Source: an optimization exercise on an open RTL-to-GDS flow (aim: small area and a short achievable clock period). Production flows keep margins and buffers that such runs may drop.
Function was not checked in any run shown here: the RTL went through the layout flow alone.
Power and IR drop assume default switching activity.

==> flow/design.v, too long to show whole: its modules and the start of the top module <==
// module fa: 4 lines
// module han: 4 lines
// module ginv: 1 lines
// module gnand2: 1 lines
// module gnor2: 1 lines
// module gand2: 1 lines
// module gor2: 1 lines
// module gxor2: 1 lines
// module gxnor2: 1 lines
// module gaoi21: 1 lines
// module goai21: 1 lines
// module circuit: 2564 lines
module circuit (
  output [47:0] p,
  input  [17:0] a, b, d,
  input  [47:0] c,
  input  clk, rstn);
  // ...
==> flow/flow/run.sh <==
#!/bin/bash
# Standard layout, with the port buffers made of buf_2 cells instead of the default delay buffer.
set -euo pipefail
export BUFFER_PORTS_ARGS="-buffer_cell sky130_fd_sc_hd__buf_2"
bash standard.sh > standard.log 2>&1
==> flow/standard.sh <==
#!/bin/bash
# synth_recipe.tcl (not shown) runs the flow's synth.tcl, then flattens the netlist and writes it again
# the make line also repeats each setting of config.mk as NAME=value (left out here)
make -C /OpenROAD-flow-scripts/flow DESIGN_CONFIG=/design/flow/config.mk WORK_HOME=/design/flow/orfs CLKGATE_MAP_FILE= SYNTH_SCRIPT=/design/flow/synth_recipe.tcl "${@:-finish}"
==> flow/config.mk <==
export PLATFORM = sky130hd
export DESIGN_NAME = circuit
export DESIGN_NICKNAME = circuit
export VERILOG_FILES = /design/flow/design.v
export SDC_FILE = /design/flow/constraint.sdc
export NUM_CORES = 4
export LEC_CHECK = 0
export CAP_MARGIN = 20
export CORE_MARGIN = 2
export CORE_UTILIZATION = 65
export CTS_CLUSTER_DIAMETER = 80
export CTS_CLUSTER_SIZE = 25
export SETUP_SLACK_MARGIN = 4.6
export SLEW_MARGIN = 20
export SYNTH_HIERARCHICAL = 1
==> flow/constraint.sdc <==
create_clock -name core_clock -period 7.0 [get_ports {clk}]
set_input_delay 1.4000 -clock core_clock [delete_from_list [all_inputs] [get_ports {clk}]]
set_output_delay 1.4000 -clock core_clock [all_outputs]
set_load 0.01 [all_outputs]
==> metrics.yaml, run 1 <==
setup_path:
  cp_data_required_time_ns: 5.60
  critPathKind: "flop to primary output"
  r2r_slack_ns: 4.64
yosys:
  synth_area_leader_cell: "dfxtp_1"
  synth_ff_type: "dfxtp_1"
  synth_seq_cells: 405
  synth-edff-count: 0
  synthAdderAreaFrac: 0.309
status:
  outcome: "complete, no violations"
clock_network:
  clk_pin_slew_ns: 0.09
  cts_sinks: 405
power_and_ir_drop:
  power_frac_clock: 0.141
  seq_cell_power_mw: 3.63
hold_path:
  holdCritStartpoint: "ch_r[10]"
  hold_end: "ch_r1[10]"
layout:
  reg_top3: "p_r x48, cn_r x37, s_r x19"
  clk_share: 0.0301
  postLayoutCellArea_mm2: 0.0217
  inverters: 58
  dominant_cells: "multi-input combinational cells"
route:
  wl_met3_um: 4330
  dr.pass1.iters: 5
  m1WireLength_um: 17600
  dr.first_iter.drc_count: 853
timing:
  setup_violations: 0
  rsz0062_at_grt: "yes"
  hold_viol: 0
  period_minus_slack_ns: 2.38
global_routing:
  globalRoute.totalOverflow: 0
  grt_pass1_vias: 13600
floorplanning:
  core-area_mm2: 0.0299
place:
  hpwl_um: 33400
==> inputs of run 2 (changes only) <==
--- a/flow/config.mk
+++ b/flow/config.mk
@@ -10,6 +10,6 @@
 export CORE_UTILIZATION = 65
 export CTS_CLUSTER_DIAMETER = 80
 export CTS_CLUSTER_SIZE = 25
-export SETUP_SLACK_MARGIN = 4.6
+export SETUP_SLACK_MARGIN = 4.5
 export SLEW_MARGIN = 20
 export SYNTH_HIERARCHICAL = 1
==> run 2 against run 1 <==
Net effect: worst setup slack worse by 0.062 ns; design area shrank 1.6%; area after synthesis did not move; core utilization down 1.2 points; critical path type is now flop to flop; critical endpoint is now t_r_21_5; highest routed layer unchanged.
==> metrics.yaml, run 2 <==
status:
  outcome: "complete, no violations"
clock_network:
  cts_tree: "built"
  clk_pin_slew_ns: 0.09  # about the same
  clk_path_buf_depth: 3
  cts_resized: 31
  postCtsSetupRepairBufs: 0
  cts.hold.buffers_added: 0
  cts_sinks: 405  # unchanged
  cts_buffers: 20
  insertion_delay_ns: 0.55
  clock-root-buffer: "clkbuf_16"
  h-tree-depth: 1
global_routing:
  grt_usage: 0.291
  grt_start_max_net_pins: 41
  antenna_found_initial: 0
  grt_pass1_vias: 13500  # -0.72%
  grt_pass1_wl_um: 70700
  globalRoute.totalOverflow: 0  # unchanged
layout:
  nNetsFinal: 2291
  final_cell_mix: "nand2_1 (424), dfxtp_1 (375), fa_1 (306)"
  final_common_cell: "nand2_1"
  fillers: 2186
  layout-drive-gt1-share: 0.161
  antennaDiodeCount: 0
  syn_to_final_growth_pct: 7.79
  finalCoreUtilization: 0.716
  regMostFlops: "p_r"
  reg_top3: "p_r x48, cn_r x37, s_r x19"
  postLayoutCellArea_mm2: 0.0214  # -1.6%
  largest_reg_flops: 48
power_and_ir_drop:
  powerDensity_mw_per_mm2: 456
  p_leak_nw: 8.60
  ir_worst_vdd_uv: 289
place:
  place_area_mm2: 0.0207
  gp_congestion: 0.964
  hpwl_um: 32500  # -2.6%
  port_buffers: 151
setup_path:
  rr_worst_depth: 4
  crit_fanout: 19
  r2r_slack_ns: 4.55  # -0.09 ns
  arrival_ns: 2.86
  endpoint_kind: "flop"
  r2r_start: "a_r[10]"
  critPathKind: "flop to flop"
  cp_data_required_time_ns: 7.42  # +1.82 ns
  r2r-end: "t_r_21_5"
  worstSetupStartpointType: "flop"
yosys:
  netlist_instances: 1784
  syn-cell-area_mm2: 0.0198
  yosysMostFrequentCell: "nand2_1"
  netlist_top_cells_count: "nand2_1 (424), dfxtp_1 (405), fa_1 (306), a21oi_2 (87), nor2_1 (84)"
  synth-edff-count: 0  # unchanged
  synthArstFlopShare: 0
  synth.area.top_cells: "dfxtp_1 (41%), fa_1 (31%), nand2_1 (8.0%)"
  syn-num-nets: 2194
  syn_avg_cell_area_um2: 11.1
  synth_ff_type: "dfxtp_1"
  synth_seq_cells: 405  # unchanged
  ys.warnings.count: 7
  synth_area_leader_cell: "dfxtp_1"
  ys_types: 21
  yosysTopAreaCellShare: 0.409
  ys_seq_area_frac: 0.409
route:
  dr.first_iter.drc_count: 929  # +8.9%
  vias_per_cell: 5.43
  vias: 12300
  drt_wl_total_um: 43800
  wl_per_cell_um: 19.3
  dr.pass1.iters: 5  # unchanged
  ant_nets: 0
  drc: 0
timing:
  setup_violations: 0  # unchanged
  setup_tns_ns: 0
  rsz0062_at_grt: "no"
  fmax_mhz: 409
  tightest_slew_ns: 0.565
  period_share: 0.350
  hold_viol: 0  # unchanged
  fin_hold_ws_ns: 0.333
  period_minus_slack_ns: 2.45  # +0.0624 ns
  slew_headroom: 0.624
  finClkSkew_ns: 0.0167
  slew_violations: 0
hold_path:
  hold_end: "ch_r2[3]"
  hold_depth: 0
  holdCritStartpoint: "ch_r1[3]"
  hp-class: "flop to flop"
floorplanning:
  pin_count: 152
  die-area_mm2: 0.0319
  placementRows: 63
  start_util: 0.664
  die_w_um: 179
  fp.dieH_um: 179
  core-area_mm2: 0.0299  # unchanged
flow_run:
  drv_cap: 0
## run 2: cell counts after synthesis
No cell type changed its count.
## run 2: logic make-up after synthesis
kind of cell,Yosys count,synth area share
compound gates,153,0.0551
buf+inv,142,0.0329
fa+ha+maj,306,0.309
xor+xnor,99,0.0437
flops,405,0.409
simple gates,679,0.151
## run 2: modules after synthesis, one instance, submodules excluded
module   times used  cells  flops+latches
fa              306      1              0
gxor2            52      1              0
gaoi21           87      1              0
circuit           1    976            405
gand2            36      1              0
gxnor2           36      1              0
ginv             21      1              0
gnand2           79      1              0
gnor2            72      1              0
goai21           66      1              0
gor2             53      1              0
## run 2: layout make-up
class / instances / area, µm² / share of cell area
clock inverter: 3 / 50.0 / 0.00234
inverter: 58 / 218 / 0.0102
timing repair buffer: 159 / 816 / 0.0382
sequential: 405 / 8190 / 0.383
tap: 390 / 488 / 0.0228
multi-input combinational: 1237 / 11100 / 0.519
clock buffer: 22 / 529 / 0.0248
## run 2: layer usage
| layer | share of wire | vias up | global-route usage |
|---|---|---|---|
| met2 | 0.47 | 586 | 0.480 |
| met1 | 0.41 | 6000 | 0.386 |
| met3 | 0.099 | 117 | 0.0736 |
| li1 | - | 5640 | - |
| met5 | 0 | - | 0 |
| met4 | 0.028 | 0 | 0.0823 |
## run 2: worst max-delay path by stage
stage / startpoint / end / slack (ns) / cells after the start
global route: s_r[6] / t_r_20_5 / 4.50 / 4
detailed placement: a_r[5] / t_r_16_5 / 4.15 / 4
floorplan: d[0] / s_r[16] / 4.53 / 6
finish: a_r[10] / t_r_21_5 / 4.55 / 4
CTS: a_r[5] / t_r_16_5 / 4.50 / 4
global placement: d[0] / s_r[16] / 4.19 / 7
## run 2: per-stage QoR
stage,total power [mW],setup WS (ns),std cells
after CTS,9.77,4.50,2274
after detailed placement,8.44,4.15,2249
after floorplan,6.90,4.53,1784
after global routing,10.6,4.50,2274
after global placement,8.21,4.19,2249
final,9.75,4.55,2274
## run 2: power breakdown
| group | leakage (nW) | internal (mW) | total, mW | switching, mW |
|---|---|---|---|---|
| logic | 4.93 | 2.27 | 4.82 | 2.55 |
| clock network | 0.284 | 0.583 | 1.30 | 0.722 |
| registers | 3.39 | 3.03 | 3.62 | 0.592 |
## run 2: critical path, stage by stage (launching register included)
cell and delay, ns:
dfxtp_2 0.64, nand2_1 0.18, fa_1 0.49, fa_1 0.59, fa_1 0.41
==> inputs of run 3 (changes only) <==
--- a/flow/config.mk
+++ b/flow/config.mk
@@ -10,6 +10,6 @@
 export CORE_UTILIZATION = 65
 export CTS_CLUSTER_DIAMETER = 80
 export CTS_CLUSTER_SIZE = 25
-export SETUP_SLACK_MARGIN = 4.5
+export SETUP_SLACK_MARGIN = 4.7
 export SLEW_MARGIN = 20
 export SYNTH_HIERARCHICAL = 1
==> run 3 against run 2 <==
Net effect: sequential share of layout area fell by 0.78 points; core utilization is 2.1 points higher; routed wire length fell by 1.9%; worst setup slack better by 0.065 ns; cell count rose by 1.7%; via count rose by 1.4%; synthesized cell count stayed put; die area unchanged; clock skew grew 0.014 ns; sequential power is essentially flat; critical path type is now flop to primary output; critical endpoint is now p[15]; largest cell class unchanged.
==> metrics.yaml, run 3 <==
status:
  outcome: "complete, no violations"
place:
  hpwl_um: 32200  # -0.97%
  gp_congestion: 0.956  # -0.86%
  port_buffers: 151  # unchanged
  dpl.cell_count: 2247  # -0.089%
yosys:
  syn-cell-area_mm2: 0.0198  # unchanged
  synth_seq_cells: 405  # unchanged
  synth_area_leader_cell: "dfxtp_1"
  ys_seq_area_frac: 0.409  # unchanged
  netlist_instances: 1784  # unchanged
  synth-edff-count: 0  # unchanged
  synthArstFlopShare: 0  # unchanged
  ys_types: 21  # unchanged
  syn_avg_cell_area_um2: 11.1  # unchanged
  netlist_top_cells_count: "nand2_1 (424), dfxtp_1 (405), fa_1 (306), a21oi_2 (87), nor2_1 (84)"
  syn-num-nets: 2194  # unchanged
  synth.area.top_cells: "dfxtp_1 (41%), fa_1 (31%), nand2_1 (8.0%)"
  ys.warnings.count: 7  # unchanged
  yosysTopAreaCellShare: 0.409  # unchanged
  yosysMostFrequentCell: "nand2_1"
  synth_ff_type: "dfxtp_1"
layout:
  largest_reg_flops: 48  # unchanged
  fillers: 2142  # -2.0%
  fin_cells: 2313  # +1.7%
  layout-drive-gt1-share: 0.200  # +0.0394
  final_cell_mix: "nand2_1 (424), dfxtp_1 (347), fa_1 (306)"
  antennaDiodeCount: 0  # unchanged
  final_common_cell: "nand2_1"
  regMostFlops: "p_r"
  reg_top3: "p_r x48, cn_r x37, s_r x19"
  nNetsFinal: 2328  # +1.6%
  syn_to_final_growth_pct: 10.9
clock_network:
  cts_buffers: 21  # +5.0%
  h-tree-depth: 1  # unchanged
  clk_pin_slew_ns: 0.09  # about the same
  insertion_delay_ns: 0.55  # about the same
  cts.hold.buffers_added: 0  # unchanged
  clock-root-buffer: "clkbuf_16"
  cts_sinks: 405  # unchanged
  clk_path_buf_depth: 3  # unchanged
  cts_tree: "built"
power_and_ir_drop:
  ir_worst_vdd_uv: 319  # +11%
  finalPower_mw: 9.79  # +0.38%
  powerDensity_mw_per_mm2: 445  # -2.5%
  p_leak_nw: 8.84  # +2.8%
timing:
  fin_hold_ws_ns: 0.325  # -0.00740 ns
  hold_viol: 0  # unchanged
  fmax_mhz: 420  # +2.7%
  slew_violations: 0  # unchanged
  tightest_slew_ns: 1.01  # +0.447 ns
  finClkSkew_ns: 0.0304  # +0.0138 ns
  period_minus_slack_ns: 2.38  # -0.0648 ns
  period_share: 0.340  # -0.00926
  setup_violations: 0  # unchanged
  rsz0062_at_grt: "yes"
  slew_headroom: 0.325  # -0.299
  setup_tns_ns: 0  # unchanged
setup_path:
  crit_fanout: 1  # -18
  r2r_start: "t_r_14_0"
  cp_slowest_cell: "dfxtp_2"
  cp_data_required_time_ns: 5.60  # -1.82 ns
  r2r-end: "u_r_14"
  rr_worst_depth: 4  # unchanged
  worstSetupStartpointType: "flop"
  crit_chain: "buf_6"
  worst-path-buf-inv: 1  # +1
  r2r_slack_ns: 4.73  # +0.18 ns
  slowest_delay_ns: 0.34  # -0.30 ns
  cp_top_family: "flip-flops"
  cp_num_cells: 1  # -3
  critPathKind: "flop to primary output"
  crit_start: "p_r[15]"
  endpoint_kind: "primary output"
  arrival_ns: 0.98  # -1.88 ns
  worstSetupEndpoint: "p[15]"
route:
  vias: 12500  # +1.4%
  dr.first_iter.drc_count: 833  # -10%
  drc: 0  # unchanged
  dr.pass1.iters: 5  # unchanged
  vias_per_cell: 5.41  # -0.30%
  ant_nets: 0  # unchanged
  drt_wl_total_um: 43000  # -1.9%
  wl_per_cell_um: 18.6  # -3.5%
flow_run:
  drv_cap: 0  # unchanged
floorplanning:
  die_w_um: 179  # unchanged
  pin_count: 152  # unchanged
  core-area_mm2: 0.0299  # unchanged
  fp.dieH_um: 179  # unchanged
  placementRows: 63  # unchanged
  start_util: 0.664  # unchanged
  die-area_mm2: 0.0319  # unchanged
global_routing:
  antenna_found_initial: 0  # unchanged
  globalRoute.totalOverflow: 0  # unchanged
  grt_pass1_wl_um: 68200  # -3.5%
  grt_pass1_vias: 13000  # -3.4%
  grt_usage: 0.282  # -0.00910
  grt_start_max_net_pins: 41  # unchanged
hold_path:
  hp-class: "flop to flop"
[run 3: cell counts after synthesis]
No cell type changed its count.
[run 3: worst min-delay path by stage]
stage	start	endpoint	slack (ns)	cells after the start
6_report	t_r_1_0	g_r_1	0.33	0
5_1_grt	t_r_1_0	g_r_1	0.34	0
4_1_cts	t_r_1_0	g_r_1	0.33	0
3_5_place_dp	ch_r1[8]	ch_r2[8]	0.31	0
3_3_place_gp	ch_r1[10]	ch_r2[10]	0.31	0
2_1_floorplan	ch_r[0]	ch_r1[0]	0.31	0
[run 3: per-layer routing]
layer,vias up,share of wire,track usage
met5,-,0,0
li1,5722,-,-
met2,629,0.46,0.447
met1,6061,0.41,0.385
met4,0,0.032,0.0881
met3,105,0.10,0.0746
[run 3: what timing repair did]
action,in CTS,in global routing
gates resized for setup,82,46
endpoints found under the hold margin,0,0
buffers inserted,15,23
setup endpoints to repair,144,81
[run 3: layout make-up]
| cell class | count | area [µm²] | area share |
|---|---|---|---|
| Timing Repair Buffer | 195 | 1300 | 0.0591 |
| Inverter | 58 | 218 | 0.00990 |
| Tap cell | 390 | 488 | 0.0222 |
| Clock inverter | 5 | 61.3 | 0.00279 |
| Multi-Input combinational cell | 1237 | 11100 | 0.506 |
| Sequential cell | 405 | 8260 | 0.375 |
| Clock buffer | 23 | 533 | 0.0242 |
[run 3: cells by family (layout without fill, tap and decap cells)]
family | Yosys count | count (layout) | share of synthesized area
adders and majority gates | 306 | 306 | 0.309
xor gates and xnor gates | 99 | 99 | 0.0437
and+or+nand+nor | 679 | 679 | 0.151
AOI/OAI and AO/OA | 153 | 153 | 0.0551
DFF | 405 | 405 | 0.409
buffers and inverters | 142 | 281 | 0.0329
[run 3: per-stage QoR]
stage,cell area [µm²],utilization,setup slack [ns]
finish,22000,0.736,4.62
detailed placement,20700,0.694,4.12
global route,22000,0.736,4.57
global placement,20700,0.694,4.23
CTS,21600,0.725,4.59
floorplan,19900,-,4.68
[run 3: power breakdown]
group,switching [mW],internal [mW],leakage (nW)
clock network,0.734,0.562,0.290
registers,0.556,3.04,3.41
logic,2.58,2.33,5.15
[run 3: per-module statistics from Yosys (local to each module, per instance), excerpt]
module,cells,times used
gor2,1,53
gand2,1,36
circuit,976,1
gxnor2,1,36
goai21,1,66
gnand2,1,79
==> inputs of run 4 (changes only) <==
--- a/flow/config.mk
+++ b/flow/config.mk
@@ -8,8 +8,8 @@
 export CAP_MARGIN = 20
 export CORE_MARGIN = 2
 export CORE_UTILIZATION = 65
-export CTS_CLUSTER_DIAMETER = 80
-export CTS_CLUSTER_SIZE = 25
-export SETUP_SLACK_MARGIN = 4.7
+export CTS_CLUSTER_DIAMETER = 60
+export CTS_CLUSTER_SIZE = 30
+export SETUP_SLACK_MARGIN = 4.6
 export SLEW_MARGIN = 20
 export SYNTH_HIERARCHICAL = 1
==> run 4 against run 3 <==
Net effect: via count up 0.96%; die area unchanged; critical endpoint is now p[27]; design area up 0.32%; worst setup slack worse by 0.041 ns; worst hold slack better by 0.0086 ns; largest power group unchanged; still clean on timing, DRC and antenna; sequential share of layout area down 0.059 points.
==> metrics.yaml, run 4 <==
route:
  wl_per_cell_um: 19.6  # +5.3%
  drc: 0  # unchanged
  ant_nets: 0  # unchanged
  drt_wl_total_um: 45000  # +4.6%
  dr.first_iter.drc_count: 839  # +0.72%
  vias_per_cell: 5.50  # +1.6%
  vias: 12600  # +0.96%
  dr.pass1.iters: 5  # unchanged
clock_network:
  clock-root-buffer: "clkbuf_16"
  cts_tree: "built"
  insertion_delay_ns: 0.58  # +0.03 ns
  cts_sinks: 405  # unchanged
  h-tree-depth: 1  # unchanged
  clk_pin_slew_ns: 0.10  # about the same
  cts_buffers: 27  # +29%
  clk_path_buf_depth: 3  # unchanged
global_routing:
  grt_start_max_net_pins: 41  # unchanged
  grt_pass1_wl_um: 71200  # +4.3%
  antenna_found_initial: 0  # unchanged
  globalRoute.totalOverflow: 0  # unchanged
  grt_usage: 0.294  # +0.0122
  grt_pass1_vias: 13800  # +6.0%
timing:
  fin_hold_ws_ns: 0.334  # +0.00860 ns
  period_minus_slack_ns: 2.42  # +0.0412 ns
  slew_violations: 0  # unchanged
  period_share: 0.346  # +0.00588
  hold_viol: 0  # unchanged
  setup_tns_ns: 0  # unchanged
  tightest_slew_ns: 0.575  # -0.437 ns
  slew_headroom: 0.617  # +0.292
  worst_slack_ns: 4.58  # -0.0412 ns
  rsz0062_at_grt: "yes"
  setup_violations: 0  # unchanged
  fmax_mhz: 413  # -1.7%
  finClkSkew_ns: 0.0192  # -0.0113 ns
setup_path:
  arrival_ns: 1.02  # +0.04 ns
  r2r_start: "a_r[7]"
  cp_slowest_cell: "dfxtp_2"
  crit_chain: "buf_6"
  crit_fanout: 1  # unchanged
  cp_top_family: "flip-flops"
  worstSetupStartpointType: "flop"
  slowest_delay_ns: 0.33  # about the same
  r2r-end: "t_r_20_5"
  worst-path-buf-inv: 1  # unchanged
  endpoint_kind: "primary output"
  rr_worst_depth: 4  # unchanged
  cp_data_required_time_ns: 5.60  # about the same
  r2r_slack_ns: 4.64  # -0.09 ns
  critPathKind: "flop to primary output"
yosys:
  synth_seq_cells: 405  # unchanged
  yosysMostFrequentCell: "nand2_1"
  netlist_top_cells_count: "nand2_1 (424), dfxtp_1 (405), fa_1 (306), a21oi_2 (87), nor2_1 (84)"
  synth_ff_type: "dfxtp_1"
  ys_types: 21  # unchanged
  syn_avg_cell_area_um2: 11.1  # unchanged
  synthArstFlopShare: 0  # unchanged
  syn-num-nets: 2194  # unchanged
  yosysTopAreaCellShare: 0.409  # unchanged
  netlist_instances: 1784  # unchanged
  ys_seq_area_frac: 0.409  # unchanged
  synth.area.top_cells: "dfxtp_1 (41%), fa_1 (31%), nand2_1 (8.0%)"
  synth-edff-count: 0  # unchanged
  synth_area_leader_cell: "dfxtp_1"
  ys.warnings.count: 7  # unchanged
  syn-cell-area_mm2: 0.0198  # unchanged
layout:
  largest_reg_flops: 48  # unchanged
  final_cell_mix: "nand2_1 (424), dfxtp_1 (338), fa_1 (306)"
  final_common_cell: "nand2_1"
  fin_cells: 2298  # -0.65%
  multi_input_area_mm2: 0.0111  # -0.46%
  regMostFlops: "p_r"
  syn_to_final_growth_pct: 11.3
  fillers: 2099  # -2.0%
  layout-drive-gt1-share: 0.192  # -0.00786
  antennaDiodeCount: 0  # unchanged
  regArea_mm2: 0.00827  # +0.17%
  reg_top3: "p_r x48, cn_r x37, s_r x19"
  nNetsFinal: 2297  # -1.3%
power_and_ir_drop:
  p_leak_nw: 8.83  # -0.11%
  finalPower_mw: 10.2  # +4.4%
  ir_worst_vdd_uv: 309  # -3.2%
  powerDensity_mw_per_mm2: 463  # +4.1%
hold_path:
  holdCritStartpoint: "ch_r[0]"
  hp-class: "flop to flop"
  hold_depth: 0  # unchanged
  hold_end: "ch_r1[0]"
status:
  outcome: "complete, no violations"
place:
  gp_congestion: 0.874  # -8.6%
  hpwl_um: 33400  # +3.7%
  port_buffers: 151  # unchanged
  pre_cts_ws_ns: 4.16  # +0.0396 ns
  dpl.cell_count: 2246  # -0.045%
floorplanning:
  core-area_mm2: 0.0299  # unchanged
  fp.dieH_um: 179  # unchanged
  die-area_mm2: 0.0319  # unchanged
  die_w_um: 179  # unchanged
  placementRows: 63  # unchanged
  start_util: 0.664  # unchanged
  pin_count: 152  # unchanged
flow_run:
  drv_cap: 0  # unchanged
[run 4: cell counts after synthesis]
Identical to the previous run, type by type.
[run 4: where the power goes]
group,internal (mW),total [mW],switching (mW)
registers,3.04,3.63,0.596
clock network,0.795,1.72,0.927
logic,2.30,4.87,2.57
[run 4: logic make-up after synthesis]
group,Yosys count,synth area share
and+or+nand+nor,679,0.151
DFF,405,0.409
adders and majority gates,306,0.309
AOI/OAI and AO/OA,153,0.0551
buffers and inverters,142,0.0329
xor gates and xnor gates,99,0.0437
[run 4: cell type report]
type | instances | area share
Clock buffer | 28 | 0.0312
Clock inverter | 22 | 0.0129
Inverter | 58 | 0.00986
Multi-Input combinational cell | 1237 | 0.503
Sequential cell | 405 | 0.375
Tap cell | 390 | 0.0221
Timing Repair Buffer | 158 | 0.0466
[run 4: how the worst max path moves through the flow]
stage | startpoint | endpoint | cells after the start
after floorplan | d[0] | s_r[16] | 6
after CTS | p_r[27] | p[27] | 1
final | p_r[27] | p[27] | 1
after global placement | d[0] | s_r[16] | 7
after global routing | p_r[43] | p[43] | 1
after detailed placement | s_r[5] | t_r_18_5 | 4
[run 4: layer usage]
layer | GRT usage | routed length (µm) | share of wire | vias to the layer above
li1 | - | - | - | 5675
met1 | 0.376 | 17600 | 0.39 | 6143
met2 | 0.492 | 21300 | 0.47 | 678
met3 | 0.0755 | 4450 | 0.099 | 141
met4 | 0.101 | 1600 | 0.036 | 0
met5 | 0 | 0 | 0 | -
[run 4: per-stage QoR]
step           area (µm²)   util
2_1_floorplan       19800      -
3_3_place_gp        20700  0.692
3_5_place_dp        20700  0.692
4_1_cts             21900  0.732
5_1_grt             22100  0.739
6_report            22100  0.739
[run 4: Yosys stat by module (local to each module, per instance), excerpt]
module,flip-flops and latches,cell area [µm²],cells inside,copies in the design
gxnor2,0,8.76,1,36
circuit,405,10600,976,1
gnor2,0,3.75,1,72
goai21,0,5.00,1,66
gnand2,0,3.75,1,79
gxor2,0,8.76,1,52
gand2,0,6.26,1,36
fa,0,20.0,1,306
[run 4: timing repair]
item | CTS | global route
hold buffers | 0 | 0
endpoints found under the setup margin | 123 | 77
setup buffers | 0 | 2
resized for setup | 87 | 51
==> inputs of run 5 (changes only) <==
==> flow/flow/run.sh (replaced) <==
#!/bin/bash
# Standard layout, with the port buffers made of buf_1 cells instead of the default delay buffer.
set -euo pipefail
export BUFFER_PORTS_ARGS="-buffer_cell sky130_fd_sc_hd__buf_1"
bash standard.sh > standard.log 2>&1
--- a/flow/config.mk
+++ b/flow/config.mk
@@ -8,8 +8,8 @@
 export CAP_MARGIN = 20
 export CORE_MARGIN = 2
 export CORE_UTILIZATION = 65
-export CTS_CLUSTER_DIAMETER = 60
-export CTS_CLUSTER_SIZE = 30
+export CTS_CLUSTER_DIAMETER = 80
+export CTS_CLUSTER_SIZE = 25
 export SETUP_SLACK_MARGIN = 4.6
 export SLEW_MARGIN = 20
 export SYNTH_HIERARCHICAL = 1
==> run 5 against run 4 <==
Net effect: count of clock-buffer cells in the layout shrank 3; die area is the same; worst setup slack gained 0.030 ns; critical path type unchanged; routed wire length shrank 3.1%; non-clock buffer count grew 3; flip-flop and latch count is the same; design area shrank 2.0%; register-to-register slack is essentially flat; highest routed layer unchanged; critical endpoint is now p[8]; worst hold slack lost 0.00099 ns; global-route usage shrank 0.83 points; largest power group unchanged.
==> metrics.yaml, run 5 <==
status:
  outcome: "complete, no violations"
timing:
  fin_hold_ws_ns: 0.333  # -0.000985 ns
  slew_violations: 0  # unchanged
  rsz0062_at_grt: "yes"
  finClkSkew_ns: 0.0208  # +0.00163 ns
  hold_viol: 0  # unchanged
  tightest_slew_ns: 0.590  # +0.0145 ns
  setup_violations: 0  # unchanged
  period_share: 0.342  # -0.00433
  period_minus_slack_ns: 2.39  # -0.0303 ns
  slew_headroom: 0.607  # -0.00969
  setup_tns_ns: 0  # unchanged
  fmax_mhz: 418  # +1.3%
global_routing:
  globalRoute.totalOverflow: 0  # unchanged
  grt_pass1_wl_um: 69300  # -2.6%
  grt_usage: 0.286  # -0.00830
  antenna_found_initial: 0  # unchanged
  grt_start_max_net_pins: 41  # unchanged
  grt_pass1_vias: 13200  # -4.3%
route:
  vias: 12300  # -2.3%
  dr.first_iter.drc_count: 852  # +1.5%
  wl_per_cell_um: 19.1  # -2.4%
  vias_per_cell: 5.41  # -1.6%
  dr.pass1.iters: 5  # unchanged
  ant_nets: 0  # unchanged
  drc: 0  # unchanged
  drt_wl_total_um: 43600  # -3.1%
layout:
  layout-drive-gt1-share: 0.130  # -0.0628
  antennaDiodeCount: 0  # unchanged
  regMostFlops: "p_r"
  final_common_cell: "nand2_1"
  fillers: 2196  # +4.6%
  nNetsFinal: 2294  # -0.13%
  syn_to_final_growth_pct: 9.05
  reg_top3: "p_r x48, cn_r x37, s_r x19"
  final_cell_mix: "nand2_1 (424), dfxtp_1 (339), fa_1 (306)"
  largest_reg_flops: 48  # unchanged
clock_network:
  cts_sinks: 405  # unchanged
  h-tree-depth: 1  # unchanged
  insertion_delay_ns: 0.55  # -0.03 ns
  clk_pin_slew_ns: 0.09  # about the same
  cts_tree: "built"
  cts_buffers: 21  # -22%
  clk_path_buf_depth: 3  # unchanged
  clock-root-buffer: "clkbuf_16"
yosys:
  synth_seq_cells: 405  # unchanged
  synthArstFlopShare: 0  # unchanged
  yosysTopAreaCellShare: 0.409  # unchanged
  ys_types: 21  # unchanged
  synth-xor-area-share: 0.0437  # unchanged
  syn_avg_cell_area_um2: 11.1  # unchanged
  synth_compound_area_frac: 0.0551  # unchanged
  yosysMostFrequentCell: "nand2_1"
  netlist_instances: 1784  # unchanged
  synth_top_family_by_area: "adder cells"
  syn-cell-area_mm2: 0.0198  # unchanged
  synth_ff_type: "dfxtp_1"
  synth-simple-area-share: 0.151  # unchanged
  synthAdderAreaFrac: 0.309  # unchanged
  ys_seq_area_frac: 0.409  # unchanged
  ys.warnings.count: 7  # unchanged
  syn-num-nets: 2194  # unchanged
  synth_area_leader_cell: "dfxtp_1"
  netlist_top_cells_count: "nand2_1 (424), dfxtp_1 (405), fa_1 (306), a21oi_2 (87), nor2_1 (84)"
  synth.area.top_cells: "dfxtp_1 (41%), fa_1 (31%), nand2_1 (8.0%)"
  synth-edff-count: 0  # unchanged
  muxShareOfSynthArea: 0  # unchanged
floorplanning:
  pin_count: 152  # unchanged
  start_util: 0.664  # unchanged
  fp.dieH_um: 179  # unchanged
  placementRows: 63  # unchanged
  core-area_mm2: 0.0299  # unchanged
  die_w_um: 179  # unchanged
  die-area_mm2: 0.0319  # unchanged
power_and_ir_drop:
  finalPower_mw: 9.74  # -4.7%
  powerDensity_mw_per_mm2: 450  # -2.7%
  p_leak_nw: 8.40  # -4.9%
  ir_worst_vdd_uv: 285  # -7.7%
setup_path:
  endpoint_kind: "primary output"
  r2r_start: "s_r[4]"
  rr_worst_depth: 4  # unchanged
  cp_num_cells: 1  # unchanged
  worstSetupStartpointType: "flop"
  cp_slowest_cell: "dfxtp_2"
  crit_chain: "buf_6"
  cp_data_required_time_ns: 5.60  # about the same
  worst-path-buf-inv: 1  # unchanged
  cp_top_family: "flip-flops"
  crit_fanout: 1  # unchanged
  critPathKind: "flop to primary output"
  crit_start: "p_r[8]"
  arrival_ns: 0.99  # -0.03 ns
  slowest_delay_ns: 0.34  # about the same
hold_path:
  hold_depth: 0  # unchanged
  holdCritStartpoint: "ch_r1[3]"
  hp-class: "flop to flop"
place:
  gp_congestion: 0.959  # +9.8%
  port_buffers: 151  # unchanged
  hpwl_um: 32400  # -2.8%
flow_run:
  drv_cap: 0  # unchanged
-- run 5: worst register-to-register path, stage by stage, from the launching register on --
cell and delay, ns:
dfxtp_2 0.65, nand2_1 0.16, fa_1 0.47, fa_1 0.55, fa_1 0.42
-- run 5: what timing repair did --
action                                  CTS  global route
setup buffers                             0             0
hold buffers                              0             0
endpoints found under the setup margin  120            91
gates cloned                              0             0
resized for setup                       112            72
-- run 5: per-layer routing --
layer  wire length, µm  GRT usage  vias up
li1                  -          -     5662
met1             17600      0.375     6030
met2             20800      0.487      557
met3              3980     0.0600       97
met4              1230     0.0752        0
met5                 0          0        -
-- run 5: kinds of logic (layout without fill, tap and decap cells) --
logic type | Yosys count | count (layout)
XOR/XNOR | 99 | 99
adder cells (fa/ha/maj) | 306 | 306
AO/OA/AOI/OAI | 153 | 153
flip-flops | 405 | 405
buffers and inverters | 142 | 249
AND/OR/NAND/NOR | 679 | 679
-- run 5: power by group --
group	total, mW	switching, mW	internal (mW)
clock network	1.33	0.738	0.592
logic	4.79	2.52	2.27
registers	3.62	0.585	3.04
-- run 5: final cells by class --
cell class                      count  area [µm²]  share of cell area
Clock buffer                       25         571              0.0264
Clock inverter                      5        58.8             0.00272
Inverter                           58         218              0.0101
Multi-Input combinational cell   1237       11100               0.513
Sequential cell                   405        8260               0.382
Tap cell                          390         488              0.0226
Timing Repair Buffer              161         941              0.0435
-- run 5: final timing paths --
check                   to  slack [ns]
setup reg to reg  t_r_17_5        4.64
setup / recovery      p[8]        4.61
hold / removal    ch_r2[3]        0.33
hold reg to reg   ch_r2[3]        0.33
-- run 5: Yosys stat by module (local to each module, per instance), excerpt --
module	flops+latches	cells
gxor2	0	1
gnand2	0	1
gnor2	0	1
gand2	0	1
gaoi21	0	1
ginv	0	1
goai21	0	1
gor2	0	1
-- run 5: through the flow --
step,worst slack [ns],area [µm²],util,instances
2_1_floorplan,4.61,19800,-,1784
3_3_place_gp,4.19,20500,0.687,2251
3_5_place_dp,4.19,20500,0.687,2251
4_1_cts,4.57,21400,0.716,2281
5_1_grt,4.57,21600,0.724,2281
6_report,4.61,21600,0.724,2281

==> port drivers added, routing unchanged <==
In the flow no input, the clock included, has a driving cell. The finished layouts below were timed again as built, in two steps. Step 1 sets driving cells, clkbuf_16 on the clock port and buf_2 on the other inputs (assumed; they add their load-dependent delay and slew). Step 2 times the ports against the registers' clock, not the clock port: input delays grow and output delays shrink by t, the midpoint of the rising clock arrivals with the driver on. a / b / c = no drivers / after step 1 / after step 2; a / b = the first two.
| run | t (ns) | setup WS [ns] | hold WS [ns] |
|---|---|---|---|
| run 1 | 0.577 | 4.616 / 4.563 / 4.186 | 0.332 / 0.332 / 0.332 |
| run 2 | 0.587 | 4.553 / 4.543 / 4.170 | 0.333 / 0.333 / 0.333 |
| run 3 | 0.591 | 4.618 / 4.565 / 4.283 | 0.325 / 0.325 / 0.325 |
| run 4 | 0.623 | 4.577 / 4.524 / 4.188 | 0.334 / 0.334 / 0.334 |
| run 5 | 0.595 | 4.607 / 4.553 / 4.211 | 0.333 / 0.333 / 0.333 |
After both steps every run listed still meets setup and hold. For run 1, which loses most, drivers alone change the setup slack by -0.053 ns; drivers and shift together by -0.430 ns.
